This design comes from an exercise in tuning for small area on the open sky130 flow, not from production work.
At most, simulation tests tie the RTL to the original design; equivalence was not proved.
No functional check of the RTL was part of runs 3 to 5.

$ cat flow/flow/downsize.tcl
# After synthesis: give every logic cell the smallest drive strength of its
# family (same function, e.g. a21oi_2 -> a21oi_1).  Flip-flops are left alone.
# Later resizer steps still upsize wherever timing, slew or capacitance needs it.
set db [ord::get_db]
set block [[$db getChip] getBlock]
set swapped 0
foreach inst [$block getInsts] {
  set m [$inst getMaster]
  set name [$m getName]
  if {![regexp {^(sky130_fd_sc_hd__[a-z0-9]+)_([0-9]+)$} $name -> base size]} { continue }
  if {[regexp {__(df|sdf|edf|dl|conb|tap|fill|decap|clk)} $base]} { continue }
  set best $m
  set barea [expr {[$m getWidth] * [$m getHeight]}]
  foreach s {0 1 2} {
    set c [$db findMaster "${base}_$s"]
    if {$c eq "NULL" || $c eq ""} { continue }
    set a [expr {[$c getWidth] * [$c getHeight]}]
    if {$a < $barea} { set best $c; set barea $a }
  }
  if {$best ne $m} {
    $inst swapMaster $best
    incr swapped
  }
}
puts "downsize: swapped $swapped instances to smaller drive strengths"
$ cat flow/config.mk
export PLATFORM = sky130hd
export DESIGN_NAME = top_module
export DESIGN_NICKNAME = top_module
export VERILOG_FILES = /design/flow/design.v
export SDC_FILE = /design/flow/constraint.sdc
export NUM_CORES = 4
export LEC_CHECK = 0
export CAP_MARGIN = 0
export CORE_MARGIN = 2
export CORE_UTILIZATION = 55
export SLEW_MARGIN = 0
export SYNTH_HIERARCHICAL = 1
$ cat flow/design.v
module g_a2111oi_0(input A1, input A2, input B1, input C1, input D1, output Y);
    assign Y = (~A1&~B1&~C1&~D1) | (~A2&~B1&~C1&~D1);
endmodule
module g_a21o_1(input A1, input A2, input B1, output X);
    assign X = (A1&A2) | (B1);
endmodule
module g_a21oi_1(input A1, input A2, input B1, output Y);
    assign Y = (~A1&~B1) | (~A2&~B1);
endmodule
module g_nand2_1(input A, input B, output Y);
    assign Y = (~A) | (~B);
endmodule
module g_nor2_1(input A, input B, output Y);
    assign Y = (~A&~B);
endmodule
module g_o21ai_0(input A1, input A2, input B1, output Y);
    assign Y = (~A1&~A2) | (~B1);
endmodule
module g_xor2_1(input A, input B, output X);
    assign X = (A&~B) | (~A&B);
endmodule
module life_rule(input a0, input a1, input a2, input pL, input mL, input s0, input load, input d0, output nq0);
    wire x1, lz, l2n, h3n, t12, t14, alive_nl;
    g_xor2_1 g0(.A(a1), .B(mL), .X(x1));
    g_nor2_1 g1(.A(a0), .B(pL), .Y(lz));
    g_nand2_1 g2(.A(a0), .B(pL), .Y(l2n));
    g_o21ai_0 g3(.A1(a1), .A2(mL), .B1(a2), .Y(h3n));
    g_o21ai_0 g4(.A1(s0), .A2(l2n), .B1(h3n), .Y(t12));
    g_a21oi_1 g5(.A1(lz), .A2(s0), .B1(x1), .Y(t14));
    g_a2111oi_0 g6(.A1(x1), .A2(lz), .B1(t12), .C1(t14), .D1(load), .Y(alive_nl));
    g_a21o_1 g7(.A1(load), .A2(d0), .B1(alive_nl), .X(nq0));
endmodule
module fa3(input a, input b, input c, output s, output co);
    assign s = a ^ b ^ c;
    assign co = (a & b) | (a & c) | (b & c);
endmodule
module ha2(input a, input b, output s, output co);
    assign s = a ^ b;
    assign co = a & b;
endmodule
module pairsum(input x0, input x1, input y0, input y1, output a0, output a1, output a2);
    wire c;
    ha2 h(.a(x0), .b(y0), .s(a0), .co(c));
    fa3 f(.a(x1), .b(y1), .c(c), .s(a1), .co(a2));
endmodule
module top_module(
    input clk,
    input load,
    input [255:0] data,
    output reg [255:0] q );
    wire [255:0] vp, vm, nxt;
    wire [127:0] a0, a1, a2;
    genvar i, j;
    generate
        for (i = 0; i < 16; i = i + 1) begin : row
            for (j = 0; j < 16; j = j + 1) begin : col
                fa3 vs(.a(q[((i+15)%16)*16 + j]), .b(q[i*16 + j]), .c(q[((i+1)%16)*16 + j]),
                       .s(vp[i*16+j]), .co(vm[i*16+j]));
            end
            for (j = 0; j < 16; j = j + 2) begin : pr
                pairsum ps(.x0(vp[i*16+j]), .x1(vm[i*16+j]), .y0(vp[i*16+j+1]), .y1(vm[i*16+j+1]),
                           .a0(a0[i*8+j/2]), .a1(a1[i*8+j/2]), .a2(a2[i*8+j/2]));
                life_rule re(.a0(a0[i*8+j/2]), .a1(a1[i*8+j/2]), .a2(a2[i*8+j/2]),
                             .pL(vp[i*16+(j+15)%16]), .mL(vm[i*16+(j+15)%16]),
                             .s0(q[i*16+j]), .load(load), .d0(data[i*16+j]), .nq0(nxt[i*16+j]));
                life_rule ro(.a0(a0[i*8+j/2]), .a1(a1[i*8+j/2]), .a2(a2[i*8+j/2]),
                             .pL(vp[i*16+(j+2)%16]), .mL(vm[i*16+(j+2)%16]),
                             .s0(q[i*16+j+1]), .load(load), .d0(data[i*16+j+1]), .nq0(nxt[i*16+j+1]));
            end
        end
    endgenerate
    always @(posedge clk)
        q <= nxt;
endmodule
$ cat flow/standard.sh
#!/bin/bash
# synth_recipe.tcl (not shown) runs the flow's synth.tcl, then flattens the netlist and writes it again
# the make line also repeats each setting of config.mk as NAME=value (left out here)
make -C /OpenROAD-flow-scripts/flow DESIGN_CONFIG=/design/flow/config.mk WORK_HOME=/design/flow/orfs CLKGATE_MAP_FILE= SYNTH_SCRIPT=/design/flow/synth_recipe.tcl "${@:-finish}"
$ cat flow/constraint.sdc
create_clock -name core_clock -period 5.0 [get_ports {clk}]
set_input_delay 1.0000 -clock core_clock [delete_from_list [all_inputs] [get_ports {clk}]]
set_output_delay 1.0000 -clock core_clock [all_outputs]
set_load 0.01 [all_outputs]
$ cat flow/flow/run.sh
#!/bin/bash
# The standard layout (standard.sh) with two changes:
#  - after synthesis every logic cell is given the smallest drive strength of
#    its family (flow/downsize.tcl); the resizer upsizes later where needed;
#  - the port buffers that global placement inserts use buf_1.
# Each tool's output goes to the ORFS logs; make's output to standard.log.
set -e
export POST_SYNTH_TCL=$PWD/flow/downsize.tcl
export BUFFER_PORTS_ARGS="-buffer_cell sky130_fd_sc_hd__buf_1"
export CTS_ARGS="-sink_clustering_enable -repair_clock_nets -dont_use_dummy_load -sink_clustering_size 24 -sink_clustering_max_diameter 110 -buf_list {sky130_fd_sc_hd__clkbuf_16} -root_buf sky130_fd_sc_hd__clkbuf_16 -tree_buf sky130_fd_sc_hd__clkbuf_16 -sink_clustering_buffer sky130_fd_sc_hd__clkbuf_16"
bash standard.sh > standard.log 2>&1
==> results of run 1 <==
[final cells by class]
cell class / instances / area, um2 / share of cell area (%)
clock buffer: 16 / 400 / 1.34
antenna: 13 / 32.5 / 0.109
sequential: 256 / 5120 / 17.2
timing repair buffer: 521 / 2040 / 6.84
tap: 615 / 769 / 2.58
multi-input combinational: 2560 / 21500 / 71.9
[worst max-delay path by stage]
| stage | slack [ns] | cells past startpoint | end | start |
|---|---|---|---|---|
| after floorplan | 2.48 | 7 | q[0] | q[16] |
| after global placement | 1.89 | 7 | q[14] | q[14] |
| after detailed placement | 1.87 | 7 | q[55] | q[70] |
| after CTS | 1.84 | 7 | q[55] | q[70] |
| after global routing | 1.69 | 7 | q[14] | q[14] |
| final | 1.68 | 7 | q[12] | q[12] |
[metrics by stage]
step | instances | setup slack (ns)
2_1_floorplan | 2816 | 2.48
3_3_place_gp | 3952 | 1.89
3_5_place_dp | 3952 | 1.87
4_1_cts | 3968 | 1.84
5_1_grt | 3978 | 1.69
6_report | 3981 | 1.68
[layer usage]
layer | up-vias | routed length (um) | track usage (%)
met5 | - | 111 | 0
met1 | 12500 | 38000 | 48.6
met4 | 18 | 3250 | 12.6
li1 | 11700 | - | -
met3 | 168 | 8030 | 7.07
met2 | 1131 | 44000 | 60.1
[placed cells by master, fill, tap and decap left out, types with 13 or more instances in the layout]
| cell | count |
|---|---|
| sky130_fd_sc_hd__o21ai_1 | 512 |
| sky130_fd_sc_hd__buf_1 | 512 |
| sky130_fd_sc_hd__fa_1 | 384 |
| sky130_fd_sc_hd__xor2_1 | 256 |
| sky130_fd_sc_hd__nor2_1 | 256 |
| sky130_fd_sc_hd__nand2_1 | 256 |
| sky130_fd_sc_hd__a21oi_1 | 256 |
| sky130_fd_sc_hd__a2111oi_0 | 256 |
| sky130_fd_sc_hd__a21o_1 | 256 |
| sky130_fd_sc_hd__dfxtp_1 | 256 |
| sky130_fd_sc_hd__ha_1 | 128 |
| sky130_fd_sc_hd__clkbuf_16 | 16 |
| sky130_fd_sc_hd__diode_2 | 13 |
==> results.txt, run 1 <==
* Post-Synthesis Cell Area at 26600 um2
* Count of max-cap constraint violations at 0
* Pin count of the biggest net entering global routing at 140
* Placer congestion estimate at 0.942
* Slew of the pin with the lowest slew margin at between 0.9 and 1 ns
* Maximum root-to-sink buffer count at 3
* Clock sink total at between 200 and 300
* Final Cycle Share at 66.5%
* Final cell area excluding filler cells at 29800 um2
* Summed negative setup slack over all endpoints at 0 ns
* Total of buffers placed on input and output ports at a little over 500
* Syn_area_per_cell at 9.44 um2
* CTS hold repair buffers at 0
* Total vias in the final route at about 26000
* # DRC at 0
* Full die area at 50100 um2
* Die height at 224 um
* Worst Reg-to-Reg Cells at 7
* Source of the worst hold timing path: data[123]
* Buffers & Inverters on Critical Path at 0
* Number of core rows at 80
* Unrepaired setup endpoints after global routing: no
* CTS Root Cell: sky130_fd_sc_hd__clkbuf_16
* Register ranked first by flip-flop count: q
* Post-Syn Instances at 2816
* Clock-pin transition on the worst setup and hold timing paths at around 0.11 ns
* Area growth from synthesis to layout at 12.2%
* List of cells traversed by the critical path: fa_1 -> ha_1 -> fa_1 -> xor2_1 -> a21oi_1 -> a2111oi_0 -> a21o_1
* Number of iterations in the first detailed-routing pass at 6
* Final routed wirelength across all metal layers at 93500 um
* Number of levels the H-tree was split into at 1
* CTS tree: yes
* Peak Freq at 301 MHz
* Via count of the first global-routing pass at roughly 25000
* Beginning of the worst register-to-register path: q[12]
* Registers with the most flip-flops: q (256)
* Yosys warnings at 7
* Placeable core region at 47700 um2
* Dominant delay contributor by cell family on the critical path: adder cells
* Arrival time worst endpoint at between 3 and 4 ns
* Total GRT Usage at between 30% and 40%
* Nets in the synthesized netlist at about 3600
* Final slew viol count at 0
* Worst stage delay on the critical path at 0.84 ns
* Outcome: timing/DRC/antenna clean
* Die span in x at about 220 um
* Kind of capture point of the worst setup path: flip-flop
* Final Hold Viols at 0
* Largest driver fanout on the critical path at 6
* First-pass GRT wire length at 141000 um
* Number of nets still failing antenna checks after routing at 0
* Total of cells resized after clock tree synthesis at 0
* Final setup fails at 0
* Fraction of layout cells with a size suffix above 1 at 0.746%
* Post-layout min period at ~3.3 ns
* Library cell appearing most often on the critical path: sky130_fd_sc_hd__fa_1
* Flip-flop count of the largest register, all copies and words added at 256
* Tightest Hold Check Type: input port to flip-flop
* Detail Placement HPWL at 77400 um
* Worst-case hold slack at 0.633 ns
* CTS buffer count at 16
* Worst slew margin relative to its limit at between 30 and 40%
* Critical path required time at 5.48 ns
* R2r endpoint: q[12]
* Critical-path top delay cell: sky130_fd_sc_hd__a2111oi_0
* Drt first-iter violations at about 2300
* Post-CTS setup buffer count at 0
* # fillers at between 4000 and 5000
* Number of top-level design ports at 514
* Instance area at placement at 29400 um2
* Clock latency at the later pin of the worst-skew pair at 0.55 ns
* Global route overflow at 0
* Detail-routed via count per cell at 6.41
* Reg2Reg Setup Slack at between 1.5 and 2 ns
* Worst Hold Depth at 2
* Min-Delay Endpoint: q[123]
* Post-Route Skew at between 0.04 and 0.05 ns
* Type of the worst setup path: flip-flop to flip-flop
* Initial core utilization at 55.7%
* Average routed wire per standard cell at 23.5 um
* Total Nets Final at about 4100
* Startpoint kind of the worst setup timing path: flip-flop
* Final core utilization at between 60% and 70%
* Initial antenna violation count at 21
==> run 2: changes to the inputs <==
--- a/flow/flow/run.sh
+++ b/flow/flow/run.sh
@@ -1,8 +1,10 @@
 #!/bin/bash
-# The standard layout (standard.sh) with two changes:
+# The standard layout (standard.sh) with three changes:
 #  - after synthesis every logic cell is given the smallest drive strength of
 #    its family (flow/downsize.tcl); the resizer upsizes later where needed;
-#  - the port buffers that global placement inserts use buf_1.
+#  - the port buffers that global placement inserts use buf_1;
+#  - clock tree: clkbuf_16 throughout, sink clusters of up to 24 flip-flops
+#    within 110 um, and no dummy load cells on the clock leaves.
 # Each tool's output goes to the ORFS logs; make's output to standard.log.
 set -e
 export POST_SYNTH_TCL=$PWD/flow/downsize.tcl
==> run 2 against run 1 <==
Net effect: synthesized cell count stayed put; clock skew stayed put; wire length stayed put; critical path depth stayed put; first-iteration DRC count stayed put; count of clock-buffer cells in the layout stayed put; hold slack stayed put; non-clock buffer count stayed put; via count stayed put; core utilization stayed put; critical endpoint unchanged; largest cell class unchanged.
==> results.txt, run 2 <==
* Total vias in the final route at 25500 (unchanged)
* Slew of the pin with the lowest slew margin at 0.940 ns (unchanged)
* Syn_area_per_cell at 9.44 um2 (unchanged)
* Number of levels the H-tree was split into at 1 (unchanged)
* Final Hold Viols at 0 (unchanged)
* CTS tree: yes
* Number of nets still failing antenna checks after routing at 0 (unchanged)
* CTS Root Cell: sky130_fd_sc_hd__clkbuf_16
* Final setup fails at 0 (unchanged)
* Count of max-cap constraint violations at 0 (unchanged)
* Yosys warnings at 7 (unchanged)
* Fraction of layout cells with a size suffix above 1 at 0.746% (unchanged)
* Die height at 224 um (unchanged)
* Register ranked first by flip-flop count: q
* Drt first-iter violations at 2340 (unchanged)
* Final Cycle Share at 66.5% (unchanged)
* Die span in x at 224 um (unchanged)
* Post-Syn Instances at 2816 (unchanged)
* Post-CTS setup buffer count at 0 (unchanged)
* Initial antenna violation count at 21 (unchanged)
* Number of core rows at 80 (unchanged)
* Post-layout min period at 3.32 ns (unchanged)
* Post-Route Skew at 0.0424 ns (unchanged)
* Final cell area excluding filler cells at 29800 um2 (unchanged)
* Maximum root-to-sink buffer count at 3 (unchanged)
* Type of the worst setup path: flip-flop to flip-flop
* Nets in the synthesized netlist at 3586 (unchanged)
* Summed negative setup slack over all endpoints at 0 ns (unchanged)
* Global route overflow at 0 (unchanged)
* Final slew viol count at 0 (unchanged)
* Post-Synthesis Cell Area at 26600 um2 (unchanged)
* Area growth from synthesis to layout at 12.2% (unchanged)
* First-pass GRT wire length at 141000 um (unchanged)
* Critical path required time at 5.48 ns (about the same)
* Outcome: timing/DRC/antenna clean
* Flip-flop count of the largest register, all copies and words added at 256 (unchanged)
* Total of cells resized after clock tree synthesis at 0 (unchanged)
* Number of standard cells in the final layout excluding fillers at 3981 (unchanged)
* # fillers at 4196 (unchanged)
* Average routed wire per standard cell at 23.5 um (unchanged)
* Total Nets Final at 4125 (unchanged)
* Total GRT Usage at 36.6% (unchanged)
* Worst slew margin relative to its limit at 35.7% (unchanged)
* Instance area at placement at 29400 um2 (unchanged)
* Arrival time worst endpoint at 3.80 ns (about the same)
* Initial core utilization at 55.7% (unchanged)
* Placed Instances at 3952 (unchanged)
* Detail-routed via count per cell at 6.41 (unchanged)
* Placeable core region at 47700 um2 (unchanged)
* Peak Freq at 301 MHz (unchanged)
* # DRC at 0 (unchanged)
* Final routed wirelength across all metal layers at 93500 um (unchanged)
* Total of buffers placed on input and output ports at 513 (unchanged)
* Kind of capture point of the worst setup path: flip-flop
* Tightest Hold Check Type: input port to flip-flop
* Full die area at 50100 um2 (unchanged)
* Unrepaired setup endpoints after global routing: no
* Number of top-level design ports at 514 (unchanged)
* Placer congestion estimate at 0.942 (unchanged)
* Detail Placement HPWL at 77400 um (unchanged)
* Registers with the most flip-flops: q (256)
* Clock-pin transition on the worst setup and hold timing paths at 0.11 ns (about the same)
* Pin count of the biggest net entering global routing at 140 (unchanged)
* Largest driver fanout on the critical path at 6 (unchanged)
* Clock sink total at 256 (unchanged)
* CTS hold repair buffers at 0 (unchanged)
* Number of iterations in the first detailed-routing pass at 6 (unchanged)
* Clock latency at the later pin of the worst-skew pair at 0.55 ns (about the same)
* Startpoint kind of the worst setup timing path: flip-flop
* CTS buffer count at 16 (unchanged)
* Via count of the first global-routing pass at 24700 (unchanged)
* Most used cells in the layout excluding fill and tap cells: sky130_fd_sc_hd__o21ai_1 (512), sky130_fd_sc_hd__buf_1 (512), sky130_fd_sc_hd__fa_1 (384)
## run 2: cell counts in the layout (fill, tap and decap cells not counted)
Identical to the previous run, type by type.
## run 2: path summary, 6_finish.rpt
check / start / end / slack, ns / cells past startpoint
setup / recovery: q[12] / q[12] / 1.68 / 7
hold / removal: data[123] / q[123] / 0.63 / 2
setup reg to reg: q[12] / q[12] / 1.68 / 7
hold reg to reg: q[37] / q[37] / 0.79 / 3
## run 2: area by class of cell
type / instances / area [um2] / share of cell area, %
Antenna cell: 13 / 32.5 / 0.109
Clock buffer: 16 / 400 / 1.34
Multi-Input combinational cell: 2560 / 21500 / 71.9
Sequential cell: 256 / 5120 / 17.2
Tap cell: 615 / 769 / 2.58
Timing Repair Buffer: 521 / 2040 / 6.84
## run 2: critical path, cell delays in order (launching register included)
cell	delay, ns
sky130_fd_sc_hd__dfxtp_1	0.65
sky130_fd_sc_hd__fa_1	0.57
sky130_fd_sc_hd__ha_1	0.24
sky130_fd_sc_hd__fa_1	0.58
sky130_fd_sc_hd__xor2_1	0.20
sky130_fd_sc_hd__a21oi_1	0.05
sky130_fd_sc_hd__a2111oi_0	0.84
sky130_fd_sc_hd__a21o_1	0.14
## run 2: per-layer routing
| metal | part of all wire [%] | wire length, um | track usage (%) |
|---|---|---|---|
| met5 | 0.12 | 111 | 0 |
| met3 | 8.6 | 8030 | 7.07 |
| met4 | 3.5 | 3250 | 12.6 |
| met1 | 41 | 38000 | 48.6 |
| met2 | 47 | 44000 | 60.1 |
## run 2: stage by stage
step                      utilization, %  setup slack [ns]  hold WS (ns)
after CTS                           62.4              1.84         0.610
after detailed placement            61.6              1.87         0.784
final                               62.5              1.68         0.633
after global placement              61.6              1.89         0.754
after global routing                62.5              1.69         0.628
after floorplan                        -              2.48         0.763
==> run 3: changes to the inputs <==
==> flow/design.v (replaced) <==
module fa3(input a, input b, input c, output s, output co);
    assign s = a ^ b ^ c;
    assign co = (a & b) | (a & c) | (b & c);
endmodule
module ha2(input a, input b, output s, output co);
    assign s = a ^ b;
    assign co = a & b;
endmodule
module pairsum(input x0, input x1, input y0, input y1, output a0, output a1, output a2);
    wire c;
    ha2 h(.a(x0), .b(y0), .s(a0), .co(c));
    fa3 f(.a(x1), .b(y1), .c(c), .s(a1), .co(a2));
endmodule
module life_rule(input a0, input a1, input a2, input v0, input v1,
                 input self, input load, input d, output nq);
    wire t0, c, u1, u2;
    ha2 h(.a(a0), .b(v0), .s(t0), .co(c));
    fa3 f(.a(a1), .b(v1), .c(c), .s(u1), .co(u2));
    wire alive = (t0 & u1 & ~u2 & ~a2) | (self & ~t0 & ~u1 & (u2 ^ a2));
    assign nq = load ? d : alive;
endmodule
module top_module(
    input clk,
    input load,
    input [255:0] data,
    output reg [255:0] q );
    wire [255:0] v0, v1, nxt;
    wire [127:0] a0, a1, a2;
    genvar i, j;
    generate
        for (i = 0; i < 16; i = i + 1) begin : row
            for (j = 0; j < 16; j = j + 1) begin : col
                fa3 vs(.a(q[((i+15)%16)*16 + j]), .b(q[i*16 + j]), .c(q[((i+1)%16)*16 + j]),
                       .s(v0[i*16+j]), .co(v1[i*16+j]));
            end
            for (j = 0; j < 16; j = j + 2) begin : pr
                pairsum ps(.x0(v0[i*16+j]), .x1(v1[i*16+j]), .y0(v0[i*16+j+1]), .y1(v1[i*16+j+1]),
                           .a0(a0[i*8+j/2]), .a1(a1[i*8+j/2]), .a2(a2[i*8+j/2]));
                life_rule re(.a0(a0[i*8+j/2]), .a1(a1[i*8+j/2]), .a2(a2[i*8+j/2]),
                             .v0(v0[i*16+(j+15)%16]), .v1(v1[i*16+(j+15)%16]),
                             .self(q[i*16+j]), .load(load), .d(data[i*16+j]), .nq(nxt[i*16+j]));
                life_rule ro(.a0(a0[i*8+j/2]), .a1(a1[i*8+j/2]), .a2(a2[i*8+j/2]),
                             .v0(v0[i*16+(j+2)%16]), .v1(v1[i*16+(j+2)%16]),
                             .self(q[i*16+j+1]), .load(load), .d(data[i*16+j+1]), .nq(nxt[i*16+j+1]));
            end
        end
    endgenerate
    always @(posedge clk)
        q <= nxt;
endmodule
==> flow/run.sh (new file) <==
#!/bin/bash
# synth_recipe.tcl (not shown) runs the flow's synth.tcl, then flattens the netlist and writes it again
# the make line also repeats each setting of config.mk as NAME=value (left out here)
make -C /OpenROAD-flow-scripts/flow DESIGN_CONFIG=/design/flow/config.mk WORK_HOME=/design/flow/orfs CLKGATE_MAP_FILE= SYNTH_SCRIPT=/design/flow/synth_recipe.tcl finish
==> flow/config.mk (replaced) <==
export PLATFORM = sky130hd
export DESIGN_NAME = top_module
export DESIGN_NICKNAME = top_module
export VERILOG_FILES = /design/flow/design.v
export SDC_FILE = /design/flow/constraint.sdc
export NUM_CORES = 4
export LEC_CHECK = 0
export CAP_MARGIN = 20
export CORE_MARGIN = 2
export CORE_UTILIZATION = 40
export SLEW_MARGIN = 20
export SYNTH_HIERARCHICAL = 1
removed: flow/flow/run.sh
removed: flow/flow/downsize.tcl
removed: flow/standard.sh
==> run 3 against run 2 <==
Net effect: via count decreased by 0.31%; count of clock-buffer cells in the layout grew 44.
==> results.txt, run 3 <==
* CTS tree: yes
* Summed negative setup slack over all endpoints at 0 ns (unchanged)
* Proportion of register bits with asynchronous set or reset after synthesis at 0%
* Share of synthesized area occupied by flip-flops and latches at 15.7%
* Die height at 290 um (+29%)
* Final slew viol count at 0 (unchanged)
* Startpoint kind of the worst setup timing path: flip-flop
* Drt first-iter violations at 1448 (-38%)
* Die span in x at 290 um (+29%)
* Critical path required time at 5.49 ns (about the same)
* Total vias in the final route at 25500 (-0.31%)
* Final routed wirelength across all metal layers at 103000 um (+9.9%)
* CTS hold repair buffers at 0 (unchanged)
* Pin count of the biggest net entering global routing at 153 (+9.3%)
* Final cell area excluding filler cells at 40500 um2 (+36%)
* Worst Reg-to-Reg Cells at 7 (unchanged)
* Worst slew margin relative to its limit at 43.6% (+7.9 points)
* Detail Placement HPWL at 87900 um (+14%)
* Registers with the most flip-flops: q (256)
* Post-layout min period at 2.94 ns (-0.389 ns)
* Initial antenna violation count at 6 (-71%)
* Number of core rows at 104 (+30%)
* R2r endpoint: q[88]
* Post-synth EDFFs at 0
* CTS Root Cell: sky130_fd_sc_hd__clkbuf_16
* Number of standard cells in the final layout excluding fillers at 4722 (+19%)
* Outcome: timing/DRC/antenna clean
* Type of the worst setup path: flip-flop to flip-flop
* Flop and latch count out of synthesis at ~260
* Final setup fails at 0 (unchanged)
* Total Nets Final at 4914 (+19%)
* Instance area at placement at 39200 um2 (+33%)
* Total GRT Usage at 24.8% (-12 points)
* Placed Instances at 4652 (+18%)
* Reg2Reg Setup Slack at 2.06 ns (+0.39 ns)
* Register ranked first by flip-flop count: q
* Post-CTS setup buffer count at 0 (unchanged)
* Kind of capture point of the worst setup path: flip-flop
* Via count of the first global-routing pass at 26600 (+8.0%)
* Average routed wire per standard cell at 21.8 um (-7.3%)
* Yosys warnings at 7 (unchanged)
* Placeable core region at 80700 um2 (+69%)
* Source of the worst hold timing path: q[18]
* Area growth from synthesis to layout at 24.0%
* Flip-flop cell with the highest count after synthesis: sky130_fd_sc_hd__dfxtp_1
* Placer congestion estimate at 0.905 (-3.9%)
* Number of nets still failing antenna checks after routing at 0 (unchanged)
* Most common cell after layout, fill and taps aside: sky130_fd_sc_hd__fa_1
* Clock-pin transition on the worst setup and hold timing paths at 0.06 ns (-0.05 ns)
* Portion of synthesized cell area occupied by the leading cell type at approximately two fifths
* Min-Delay Endpoint: q[18]
* Initial core utilization at 40.5% (-15 points)
* Post-Syn Instances at 3072 (+9.1%)
* Number of levels the H-tree was split into at 2 (+1)
* Worst Hold Depth at 2 (unchanged)
* Largest driver fanout on the critical path at 5 (-1)
* Number of top-level design ports at 514 (unchanged)
* Beginning of the worst register-to-register path: q[105]
* Worst-case hold slack at 0.606 ns (-0.0266 ns)
* Post-synth top cells: sky130_fd_sc_hd__fa_1 (640), sky130_fd_sc_hd__nor2_1 (512), sky130_fd_sc_hd__ha_1 (384)
* First-pass GRT wire length at 158000 um (+12%)
* Global route overflow at 0 (unchanged)
* # fillers at 7327 (+75%)
* Maximum root-to-sink buffer count at 3 (unchanged)
* Most frequent cell after synthesis: sky130_fd_sc_hd__fa_1
* Total of buffers placed on input and output ports at 513 (unchanged)
* Full die area at 84000 um2 (+68%)
* Clock sink total at 256 (unchanged)
* Post-Synthesis Cell Area at 32700 um2 (+23%)
* Nets in the synthesized netlist at 4354 (+21%)
* CTS buffer count at 38 (+22)
* Number of iterations in the first detailed-routing pass at 5 (-1)
* Most used cells in the layout excluding fill and tap cells: sky130_fd_sc_hd__fa_1 (640), sky130_fd_sc_hd__nor2_1 (512), sky130_fd_sc_hd__clkdlybuf4s50_1 (512), sky130_fd_sc_hd__ha_1 (384)
* Detail-routed via count per cell at 5.39 (-16%)
* Slew of the pin with the lowest slew margin at 0.846 ns (-0.0945 ns)
* Fraction of layout cells with a size suffix above 1 at 1.78% (+1.0 points)
* Final Cycle Share at 58.7% (-7.8 points)
* Syn_area_per_cell at 10.6 um2 (+13%)
* Final Hold Viols at 0 (unchanged)
* Count of max-cap constraint violations at 0 (unchanged)
* Arrival time worst endpoint at 3.42 ns (-0.38 ns)
* Area leader, netlist: sky130_fd_sc_hd__fa_1
* Total of cells resized after clock tree synthesis at 0 (unchanged)
* Clock latency at the later pin of the worst-skew pair at 0.56 ns (about the same)
* Post-Route Skew at 0.0145 ns (-0.0278 ns)
* Tightest Hold Check Type: flip-flop to flip-flop
* Flip-flop count of the largest register, all copies and words added at 256 (unchanged)
* Peak Freq at 341 MHz (+13%)
* # DRC at 0 (unchanged)
* Top cells by area in the synthesized netlist: sky130_fd_sc_hd__fa_1 (39%), sky130_fd_sc_hd__dfxtp_1 (16%), sky130_fd_sc_hd__ha_1 (15%)
* Unrepaired setup endpoints after global routing: no
* Post-synthesis cell type count at 9
## run 3: metrics by stage
| stage | util [%] | worst slack (ns) |
|---|---|---|
| after floorplan | - | 2.46 |
| after global placement | 48.6 | 2.11 |
| after detailed placement | 48.6 | 2.11 |
| after CTS | 50.2 | 2.08 |
| after global routing | 50.2 | 1.91 |
| final | 50.2 | 2.06 |
## run 3: cells by family after synthesis
logic type | after synthesis | share of synthesized area [%]
xor gates and xnor gates | 256 | 6.86
adders and majority gates | 1024 | 53.9
and+or+nand+nor | 1024 | 14.7
DFF | 256 | 15.7
AOI/OAI and AO/OA | 512 | 8.82
## run 3: worst max path at each step
stage                      start     to  slack, ns  cells after the start
final                     q[105]  q[88]       2.06                      7
after global placement    q[112]  q[96]       2.11                      7
after detailed placement  q[105]  q[88]       2.11                      7
after CTS                 q[105]  q[88]       2.08                      7
after global routing      q[105]  q[88]       1.91                      7
after floorplan            q[16]   q[0]       2.46                      7
## run 3: critical path: stages, from the launching register on
cell and delay [ns]:
sky130_fd_sc_hd__dfxtp_1 0.65, sky130_fd_sc_hd__fa_1 0.56, sky130_fd_sc_hd__ha_1 0.22, sky130_fd_sc_hd__fa_1 0.51, sky130_fd_sc_hd__fa_1 0.53, sky130_fd_sc_hd__nor2_1 0.12, sky130_fd_sc_hd__nand3_1 0.08, sky130_fd_sc_hd__a21oi_1 0.18
## run 3: per-layer routing
metal	global-route usage, %	part of all wire [%]
met5	0	0.021
met4	7.13	2.8
met3	4.64	6.2
met2	41.0	48
met1	33.3	43
## run 3: area by class of cell
| class | count | area (um2) | area share [%] |
|---|---|---|---|
| antenna | 4 | 10.0 | 0.0247 |
| clock buffer | 60 | 1170 | 2.90 |
| clock inverter | 6 | 83.8 | 0.207 |
| multi-input combinational | 2816 | 27500 | 68.0 |
| sequential | 256 | 5120 | 12.7 |
| tap | 1060 | 1330 | 3.28 |
| timing repair buffer | 520 | 5230 | 12.9 |
## run 3: per-module statistics from Yosys, one instance, submodules excluded, a selection
module | times used | flip-flops and latches
ha2 | 384 | 0
fa3 | 640 | 0
top_module | 1 | 256
life_rule | 256 | 0
==> run 4: changes to the inputs <==
==> flow/flow/run.sh (new file) <==
#!/bin/bash
# Standard layout, but the port buffers use the smallest buffer cell.
export BUFFER_PORTS_ARGS="-buffer_cell sky130_fd_sc_hd__buf_1"
bash standard.sh > standard.log 2>&1
==> flow/standard.sh (new file) <==
#!/bin/bash
# synth_recipe.tcl (not shown) runs the flow's synth.tcl, then flattens the netlist and writes it again
# the make line also repeats each setting of config.mk as NAME=value (left out here)
make -C /OpenROAD-flow-scripts/flow DESIGN_CONFIG=/design/flow/config.mk WORK_HOME=/design/flow/orfs CLKGATE_MAP_FILE= SYNTH_SCRIPT=/design/flow/synth_recipe.tcl "${@:-finish}"
--- a/flow/config.mk
+++ b/flow/config.mk
@@ -8,5 +8,6 @@
 export CAP_MARGIN = 20
 export CORE_MARGIN = 2
 export CORE_UTILIZATION = 40
+export CTS_BUF_LIST = sky130_fd_sc_hd__clkbuf_4
 export SLEW_MARGIN = 20
 export SYNTH_HIERARCHICAL = 1
removed: flow/run.sh
==> run 4 against run 3 <==
Net effect: sequential share of layout area grew 1.1 points; hold slack lost 0.27 ns; wire length shrank 0.57%; fmax is essentially flat; critical path type unchanged; highest routed layer unchanged; cell count grew 2.2%; count of clock-buffer cells in the layout grew 78; global-route usage shrank 0.33 points; still clean; critical endpoint is now q[97]; die area is the same.
==> results.txt, run 4 <==
* Initial antenna violation count at 11 (+5)
* Maximum root-to-sink buffer count at 3 (unchanged)
* Slew of the pin with the lowest slew margin at 0.660 ns (-0.186 ns)
* Total of buffers placed on input and output ports at 513 (unchanged)
* Share of synthesized area occupied by flip-flops and latches at 15.7% (unchanged)
* Proportion of register bits with asynchronous set or reset after synthesis at 0% (unchanged)
* Area growth from synthesis to layout at 13.9%
* Total of cells resized after clock tree synthesis at 0 (unchanged)
* Final slew viol count at 0 (unchanged)
* Post-Route Skew at 0.0337 ns (+0.0191 ns)
* Beginning of the worst register-to-register path: q[112]
* Outcome: timing/DRC/antenna clean
* Post-Synthesis Cell Area at 32700 um2 (unchanged)
* Clock-pin transition on the worst setup and hold timing paths at 0.07 ns (about the same)
* Post-CTS setup buffer count at 0 (unchanged)
* Yosys warnings at 7 (unchanged)
* Reg2Reg Setup Slack at 2.07 ns (about the same)
* Fraction of layout cells with a size suffix above 1 at 4.13% (+2.4 points)
* Detail Placement HPWL at 87500 um (-0.42%)
* CTS tree: yes
* Registers with the most flip-flops: q (256)
* Buffers & Inverters on Critical Path at 0 (unchanged)
* Number of core rows at 104 (unchanged)
* First-pass GRT wire length at 156000 um (-1.4%)
* Portion of synthesized cell area occupied by the leading cell type at 39.2% (unchanged)
* Most common cell after layout, fill and taps aside: sky130_fd_sc_hd__fa_1
* Largest driver fanout on the critical path at 5 (unchanged)
* Startpoint kind of the worst setup timing path: flip-flop
* Post-synth EDFFs at 0 (unchanged)
* Drt first-iter violations at 1402 (-3.2%)
* Area leader, netlist: sky130_fd_sc_hd__fa_1
* Die span in x at 290 um (unchanged)
* Total GRT Usage at 24.5% (-0.33 points)
* Min-Delay Endpoint: q[195]
* Number of iterations in the first detailed-routing pass at 8 (+3)
* Arrival time worst endpoint at 3.72 ns (+0.30 ns)
* Flip-flop cell with the highest count after synthesis: sky130_fd_sc_hd__dfxtp_1
* Clock sink total at 256 (unchanged)
* Most frequent cell after synthesis: sky130_fd_sc_hd__fa_1
* Tightest Hold Check Type: input port to flip-flop
* Die height at 290 um (unchanged)
* Total Nets Final at 4972 (+1.2%)
* Worst-case hold slack at 0.339 ns (-0.268 ns)
* Final Cycle Share at 58.7% (about the same)
* Full die area at 84000 um2 (unchanged)
* Critical-path top delay cell: sky130_fd_sc_hd__dfxtp_1
* Via count of the first global-routing pass at 26900 (+0.90%)
* Flop and latch count out of synthesis at 256 (unchanged)
* # DRC at 0 (unchanged)
* Worst slew margin relative to its limit at 56.0% (+12 points)
* Post-synth top cells: sky130_fd_sc_hd__fa_1 (640), sky130_fd_sc_hd__nor2_1 (512), sky130_fd_sc_hd__ha_1 (384)
* Worst Hold Depth at 3 (+1)
* Average routed wire per standard cell at 21.2 um (-2.7%)
* Nets in the synthesized netlist at 4354 (unchanged)
* Number of nets still failing antenna checks after routing at 0 (unchanged)
* Library cell appearing most often on the critical path: sky130_fd_sc_hd__fa_1
* CTS buffer count at 90 (+140%)
* Final core utilization at 46.1% (-4.1 points)
* Kind of capture point of the worst setup path: flip-flop
* Global route overflow at 0 (unchanged)
* Register ranked first by flip-flop count: q
* Type of the worst setup path: flip-flop to flip-flop
* Post-Syn Instances at 3072 (unchanged)
* List of cells traversed by the critical path: fa_1 -> ha_1 -> fa_1 -> fa_1 -> nor2_1 -> nand3_1 -> a21oi_1
* Worst setup path startpoint: q[112]
* Most used cells in the layout excluding fill and tap cells: sky130_fd_sc_hd__fa_1 (640), sky130_fd_sc_hd__nor2_1 (512), sky130_fd_sc_hd__buf_1 (512), sky130_fd_sc_hd__ha_1 (384)
* Syn_area_per_cell at 10.6 um2 (unchanged)
* Placed Instances at 4658 (+0.13%)
* Number of levels the H-tree was split into at 3 (+1)
* Source of the worst hold timing path: data[195]
* Worst Reg-to-Reg Cells at 7 (unchanged)
* Placer congestion estimate at 0.911 (+0.70%)
* Critical path required time at 5.79 ns (+0.30 ns)
* Placeable core region at 80700 um2 (unchanged)
* Number of standard cells in the final layout excluding fillers at 4826 (+2.2%)
* Top cells by area in the synthesized netlist: sky130_fd_sc_hd__fa_1 (39%), sky130_fd_sc_hd__dfxtp_1 (16%), sky130_fd_sc_hd__ha_1 (15%)
* Detail-routed via count per cell at 5.43 (+0.80%)
* Total vias in the final route at 26200 (+3.0%)
* Worst stage delay on the critical path at 0.64 ns (about the same)
* Initial core utilization at 40.5% (unchanged)
* Flip-flop count of the largest register, all copies and words added at 256 (unchanged)
* CTS hold repair buffers at 0 (unchanged)
* Pin count of the biggest net entering global routing at 106 (-31%)
* Peak Freq at 341 MHz (about the same)
* Final Hold Viols at 0 (unchanged)
* Number of top-level design ports at 514 (unchanged)
* Dominant delay contributor by cell family on the critical path: adder cells
* Post-synthesis cell type count at 9 (unchanged)
* Final routed wirelength across all metal layers at 102000 um (-0.57%)
* Count of max-cap constraint violations at 0 (unchanged)
* Post-layout min period at 2.93 ns (-0.00123 ns)
* R2r endpoint: q[97]
* Final setup fails at 0 (unchanged)
* Summed negative setup slack over all endpoints at 0 ns (unchanged)
* CTS Root Cell: sky130_fd_sc_hd__clkbuf_4
* Unrepaired setup endpoints after global routing: no
* Clock latency at the later pin of the worst-skew pair at 0.89 ns (+0.33 ns)
[run 4: cell counts after synthesis]
No cell type changed its count.
[run 4: worst register-to-register path, stage by stage, from the launching register on]
cell,delay (ns)
sky130_fd_sc_hd__dfxtp_1,0.64
sky130_fd_sc_hd__fa_1,0.58
sky130_fd_sc_hd__ha_1,0.24
sky130_fd_sc_hd__fa_1,0.51
sky130_fd_sc_hd__fa_1,0.54
sky130_fd_sc_hd__nor2_1,0.12
sky130_fd_sc_hd__nand3_1,0.08
sky130_fd_sc_hd__a21oi_1,0.15
[run 4: area by class of cell]
class | instances | area, um2
well taps | 1060 | 1330
repair buffers | 526 | 2080
diodes | 12 | 30.0
clock buffers | 138 | 1040
clock inverters | 18 | 68.8
multi-input cells | 2816 | 27500
flip-flops and latches | 256 | 5120
fillers | 7865 | 43500
[run 4: kinds of logic after synthesis]
| kind of cell | share of synthesized area [%] |
|---|---|
| AND/OR/NAND/NOR | 14.7 |
| adder cells (fa/ha/maj) | 53.9 |
| AO/OA/AOI/OAI | 8.82 |
| XOR/XNOR | 6.86 |
| flip-flops | 15.7 |
[run 4: stage by stage]
| stage | setup slack, ns | cell area [um2] |
|---|---|---|
| global placement | 2.14 | 36100 |
| CTS | 2.06 | 37200 |
| finish | 2.07 | 37200 |
| floorplan | 2.46 | 32700 |
| global route | 1.94 | 37200 |
| detailed placement | 2.10 | 36100 |
[run 4: metal layers]
| layer | vias up | GRT usage, % | routed length [um] |
|---|---|---|---|
| met5 | - | 0 | 26 |
| met4 | 4 | 9.19 | 3440 |
| met3 | 185 | 5.49 | 7760 |
| met2 | 877 | 39.9 | 48400 |
| met1 | 13000 | 31.9 | 42500 |
| li1 | 12100 | - | - |
[run 4: worst max-delay path by stage]
stage / cells past startpoint / endpoint / slack, ns
final: 7 / q[97] / 2.07
after global placement: 7 / q[88] / 2.14
after CTS: 7 / q[97] / 2.06
after global routing: 7 / q[112] / 1.94
after detailed placement: 7 / q[49] / 2.10
after floorplan: 7 / q[0] / 2.46
[run 4: modules after synthesis (local to each module, per instance), excerpt]
module      copies in the design  flip-flops and latches  cell area [um2]
fa3                          640                       0             20.0
ha2                          384                       0             12.5
top_module                     1                     256             5120
life_rule                    256                       0             38.8
==> run 5: changes to the inputs <==
==> flow/design.v (replaced) <==
module top_module(
    input clk,
    input load,
    input [255:0] data,
    output logic [255:0] q ); 
    logic [15:0][15:0] q_next, q_2d; 
    logic [255:0]q_1d;
    always @(posedge clk)begin
        if(load)begin
            q <= data;
        end
        else if(~load)begin
            q <= q_1d;
        end
    end
    always_comb begin  
    for(int k=0; k<16; k=k+1)begin
        for(int m=0; m<16; m=m+1)begin
            q_2d[k][m] = q[k*16 + m];
        end
    end
        for(int i=0; i<16; i=i+1)begin
            for(int j=0; j<16; j++)begin
                int j_left, j_right, i_down, i_up;
                int count;
                j_left = (j + 4'b1111) & 4'b1111;
                j_right = (j + 4'b0001) & 4'b1111;
                i_down = (i + 4'b0001) & 4'b1111;
                i_up = (i + 4'b1111) & 4'b1111;
                count = q_2d[i_up][j] + q_2d[i_up][j_right] + q_2d[i][j_right] + q_2d[i_down][j_right] +
                        q_2d[i_down][j] + q_2d[i_down][j_left] + q_2d[i][j_left] + q_2d[i_up][j_left];
                case(count)
                    0: q_next[i][j] = 0;
                    1: q_next[i][j] = 0;
                    2: q_next[i][j] = q_2d[i][j];
                    3: q_next[i][j] = 1;
                    default: q_next[i][j] = 0;
                endcase 
            end 
        end
        for(int i=0; i<16; i=i+1)begin
            for(int j=0; j<16; j=j+1)begin
                q_1d[i*16 + j] = q_next[i][j];
            end
        end
    end
endmodule
==> flow/run.sh (new file) <==
#!/bin/bash
# synth_recipe.tcl (not shown) runs the flow's synth.tcl, then flattens the netlist and writes it again
# the make line also repeats each setting of config.mk as NAME=value (left out here)
make -C /OpenROAD-flow-scripts/flow DESIGN_CONFIG=/design/flow/config.mk WORK_HOME=/design/flow/orfs CLKGATE_MAP_FILE= SYNTH_SCRIPT=/design/flow/synth_recipe.tcl finish
--- a/flow/config.mk
+++ b/flow/config.mk
@@ -8,6 +8,4 @@
 export CAP_MARGIN = 20
 export CORE_MARGIN = 2
 export CORE_UTILIZATION = 40
-export CTS_BUF_LIST = sky130_fd_sc_hd__clkbuf_4
 export SLEW_MARGIN = 20
-export SYNTH_HIERARCHICAL = 1
removed: flow/flow/run.sh
removed: flow/standard.sh
==> run 5 against run 4 <==
Net effect: clock skew down 0.023 ns; critical path depth up 3; synthesized area up 68%; fmax down 29%; sequential cell count did not move; still clean on timing, DRC and antenna; via count rose by 51%; synthesized cell count is 78% higher; count of clock-buffer cells in the layout decreased by 77.
==> results.txt, run 5 <==
* Final Hold Viols at 0 (unchanged)
* Area occupied by multi-input gates at 41900 um2 (+52%)
* CTS tree: yes
* Die span in x at 375 um (+29%)
* Source of the worst hold timing path: q[212]
* Initial antenna violation count at 1 (-10)
* Register ranked first by flip-flop count: q
* Post-Syn Instances at 5457 (+78%)
* Maximum root-to-sink buffer count at 3 (unchanged)
* Final core utilization at 46.2% (about the same)
* Total of cells resized after clock tree synthesis at 0 (unchanged)
* Worst slew margin relative to its limit at 42.3% (-14 points)
* Full die area at 140000 um2 (+67%)
* Tightest Hold Check Type: flip-flop to flip-flop
* Via count of the first global-routing pass at 41900 (+56%)
* Nets in the synthesized netlist at 7506 (+72%)
* Unrepaired setup endpoints after global routing: no
* Number of iterations in the first detailed-routing pass at 5 (-3)
* Number of core rows at 136 (+31%)
* Post-layout min period at 4.11 ns (+1.18 ns)
* Final routed wirelength across all metal layers at 158000 um (+54%)
* Arrival time worst endpoint at 4.46 ns (+0.74 ns)
* Portion of synthesized cell area occupied by the leading cell type at 37.3% (-2.0 points)
* Placer congestion estimate at 0.862 (-5.4%)
* Count of max-cap constraint violations at 0 (unchanged)
* Outcome: timing/DRC/antenna clean
* Largest driver fanout on the critical path at 8 (+3)
* CTS Root Cell: sky130_fd_sc_hd__clkbuf_16
* Number of levels the H-tree was split into at 2 (-1)
* Dominant delay contributor by cell family on the critical path: adder cells
* Final slew viol count at 0 (unchanged)
* Placeable core region at 137000 um2 (+70%)
* WL met3 at 8360 um (+7.7%)
* Wire length on met2 at 75700 um (+56%)
* Global route overflow at 0 (unchanged)
* # fillers at 13000 (+66%)
* Average routed wire per standard cell at 20.3 um (-4.2%)
* Syn_area_per_cell at 10.1 um2 (-5.3%)
* Fraction of layout cells with a size suffix above 1 at 2.14% (-2.0 points)
* Die height at 375 um (+29%)
* Initial core utilization at 40.1% (-0.37 points)
* Post-synth top cells: sky130_fd_sc_hd__inv_1 (1279), sky130_fd_sc_hd__fa_1 (1023), sky130_fd_sc_hd__ha_1 (768)
* Slew of the pin with the lowest slew margin at 0.865 ns (+0.205 ns)
* Registers with the most flip-flops: q (256)
* Share of synthesized area occupied by flip-flops and latches at 14.0% (-1.7 points)
* Detail-routed via count per cell at 5.11 (-6.0%)
* Proportion of register bits with asynchronous set or reset after synthesis at 0% (unchanged)
* Area growth from synthesis to layout at 15.0%
* Clock-pin transition on the worst setup and hold timing paths at 0.06 ns (about the same)
* Critical-path top delay cell: sky130_fd_sc_hd__fa_1
* Top cells by area in the synthesized netlist: sky130_fd_sc_hd__fa_1 (37%), sky130_fd_sc_hd__ha_1 (17%), sky130_fd_sc_hd__edfxtp_1 (14%)
* Clock latency at the later pin of the worst-skew pair at 0.62 ns (-0.27 ns)
* Buffers & Inverters on Critical Path at 2 (+2)
* Detail Placement HPWL at 134000 um (+53%)
* Flop and latch count out of synthesis at 256 (unchanged)
* Total vias in the final route at 39700 (+51%)
* Flip-flop count of the largest register, all copies and words added at 256 (unchanged)
* Most used cells in the layout excluding fill and tap cells: sky130_fd_sc_hd__inv_1 (1279), sky130_fd_sc_hd__fa_1 (1023), sky130_fd_sc_hd__ha_1 (768), sky130_fd_sc_hd__clkdlybuf4s50_1 (512), sky130_fd_sc_hd__nand2_1 (508)
* Beginning of the worst register-to-register path: q[65]
* Instance area at placement at 62000 um2 (+72%)
* Most frequent cell after synthesis: sky130_fd_sc_hd__inv_1
* Critical path required time at 5.34 ns (-0.45 ns)
* Reg area at 7690 um2 (+50%)
* Kind of capture point of the worst setup path: flip-flop
* Area leader, netlist: sky130_fd_sc_hd__fa_1
* Post-CTS setup buffer count at 0 (unchanged)
* Highest routed layer: met4
* Final cell area excluding filler cells at 63200 um2 (+70%)
* Total GRT Usage at 23.0% (-1.5 points)
* Post-synthesis cell type count at 22 (+13)
* CTS buffer count at 45 (-50%)
* Drt first-iter violations at 2178 (+55%)
* Pin count of the biggest net entering global routing at 130 (+23%)
* DRT met1 WL at 67800 um (+59%)
* Final Cycle Share at 82.3% (+24 points)
* CTS hold repair buffers at 0 (unchanged)
* List of cells traversed by the critical path: inv_1 -> fa_1 -> fa_1 -> fa_1 -> inv_1 -> ha_1 -> fa_1 -> nor2_1 -> a21oi_1 -> or4b_1
* Total Nets Final at 8008 (+61%)
* Final setup fails at 0 (unchanged)
* Peak Freq at 243 MHz (-29%)
* Post-Synthesis Cell Area at 55000 um2 (+68%)
* Startpoint kind of the worst setup timing path: flip-flop
* # DRC at 0 (unchanged)
* Flip-flop cell with the highest count after synthesis: sky130_fd_sc_hd__edfxtp_1
* Library cell appearing most often on the critical path: sky130_fd_sc_hd__fa_1
* Post-Route Skew at 0.0109 ns (-0.0227 ns)
* Post-synth EDFFs at 256 (+256)
* Number of top-level design ports at 514 (unchanged)
* Number of nets still failing antenna checks after routing at 0 (unchanged)
* First-pass GRT wire length at 245000 um (+58%)
* Worst setup path startpoint: q[65]
* Summed negative setup slack over all endpoints at 0 ns (unchanged)
* Most common cell after layout, fill and taps aside: sky130_fd_sc_hd__inv_1
* Worst stage delay on the critical path at 0.55 ns (-0.09 ns)
* Type of the worst setup path: flip-flop to flip-flop
* Total of buffers placed on input and output ports at 513 (unchanged)
* Clock sink total at 256 (unchanged)
* Yosys warnings at 1 (-6)
## run 5: kinds of logic after synthesis
family | after synthesis | synth area share (%)
AO/OA/AOI/OAI | 768 | 8.64
adder cells (fa/ha/maj) | 1791 | 54.7
buffers and inverters | 1364 | 9.84
flip-flops | 256 | 14.0
AND/OR/NAND/NOR | 1278 | 12.8
## run 5: stage by stage
step	hold slack (ns)	worst slack, ns	instances
4_1_cts	0.773	0.810	7780
3_3_place_gp	0.761	0.810	7706
5_1_grt	0.815	0.649	7780
3_5_place_dp	0.756	0.829	7706
2_1_floorplan	0.776	1.33	5457
6_report	0.779	0.886	7781
## run 5: area by class of cell
| class | count | share of cell area [%] |
|---|---|---|
| flip-flops and latches | 256 | 12.2 |
| repair buffers | 540 | 8.51 |
| multi-input cells | 3837 | 66.2 |
| inverters | 1279 | 7.59 |
| clock buffers | 61 | 1.88 |
| diodes | 1 | 0.00396 |
| clock inverters | 13 | 0.0811 |
| well taps | 1794 | 3.55 |
## run 5: worst paths after layout
kind                 end  slack (ns)  cells past startpoint
setup / recovery   q[66]        0.89                     10
hold / removal    q[227]        0.78                      2
setup reg to reg   q[66]        0.89                     10
hold reg to reg   q[227]        0.78                      2
## run 5: tightest hold or removal path: cells and delay by family, from the launching register on
kind	cells	cell delay (ns)
adder cells (fa/ha/maj)	1	0.16
flip-flops	1	0.39
AND/OR/NAND/NOR	1	0.11
## run 5: per-layer routing
| metal | global-route usage, % | vias to the layer above |
|---|---|---|
| met1 | 30.3 | 20000 |
| met5 | 0 | - |
| met3 | 3.72 | 224 |
| met2 | 38.5 | 855 |
| li1 | - | 18700 |
| met4 | 7.69 | 0 |

port drivers added, routing unchanged:
In the flow no input, the clock included, has a driving cell. The finished layouts below were timed again as built, in two steps. Step 1 sets driving cells, clkbuf_16 on the clock port and buf_2 on the other inputs (assumed; they add their load-dependent delay and slew). Step 2, shift: input delay + t, output delay - t, t = (earliest + latest rising clock arrival at the registers) / 2. This alone moves slack from input paths to output paths. Three values: ideal ports, drivers, drivers and shift; two values: the first two.
run	t (ns)	setup WS [ns]	hold slack, ns
run 1	0.594	1.675 / 1.675 / 1.675	0.633 / 0.597 / 0.794
run 2	0.594	1.675 / 1.675 / 1.675	0.633 / 0.597 / 0.794
run 3	0.616	2.065 / 2.065 / 2.065	0.606 / 0.606 / 0.606
run 4	0.923	2.066 / 2.066 / 2.066	0.339 / 0.304 / 0.601
run 5	0.688	0.886 / 0.886 / 0.886	0.779 / 0.779 / 0.779
After both steps setup and hold are still met in every run listed.
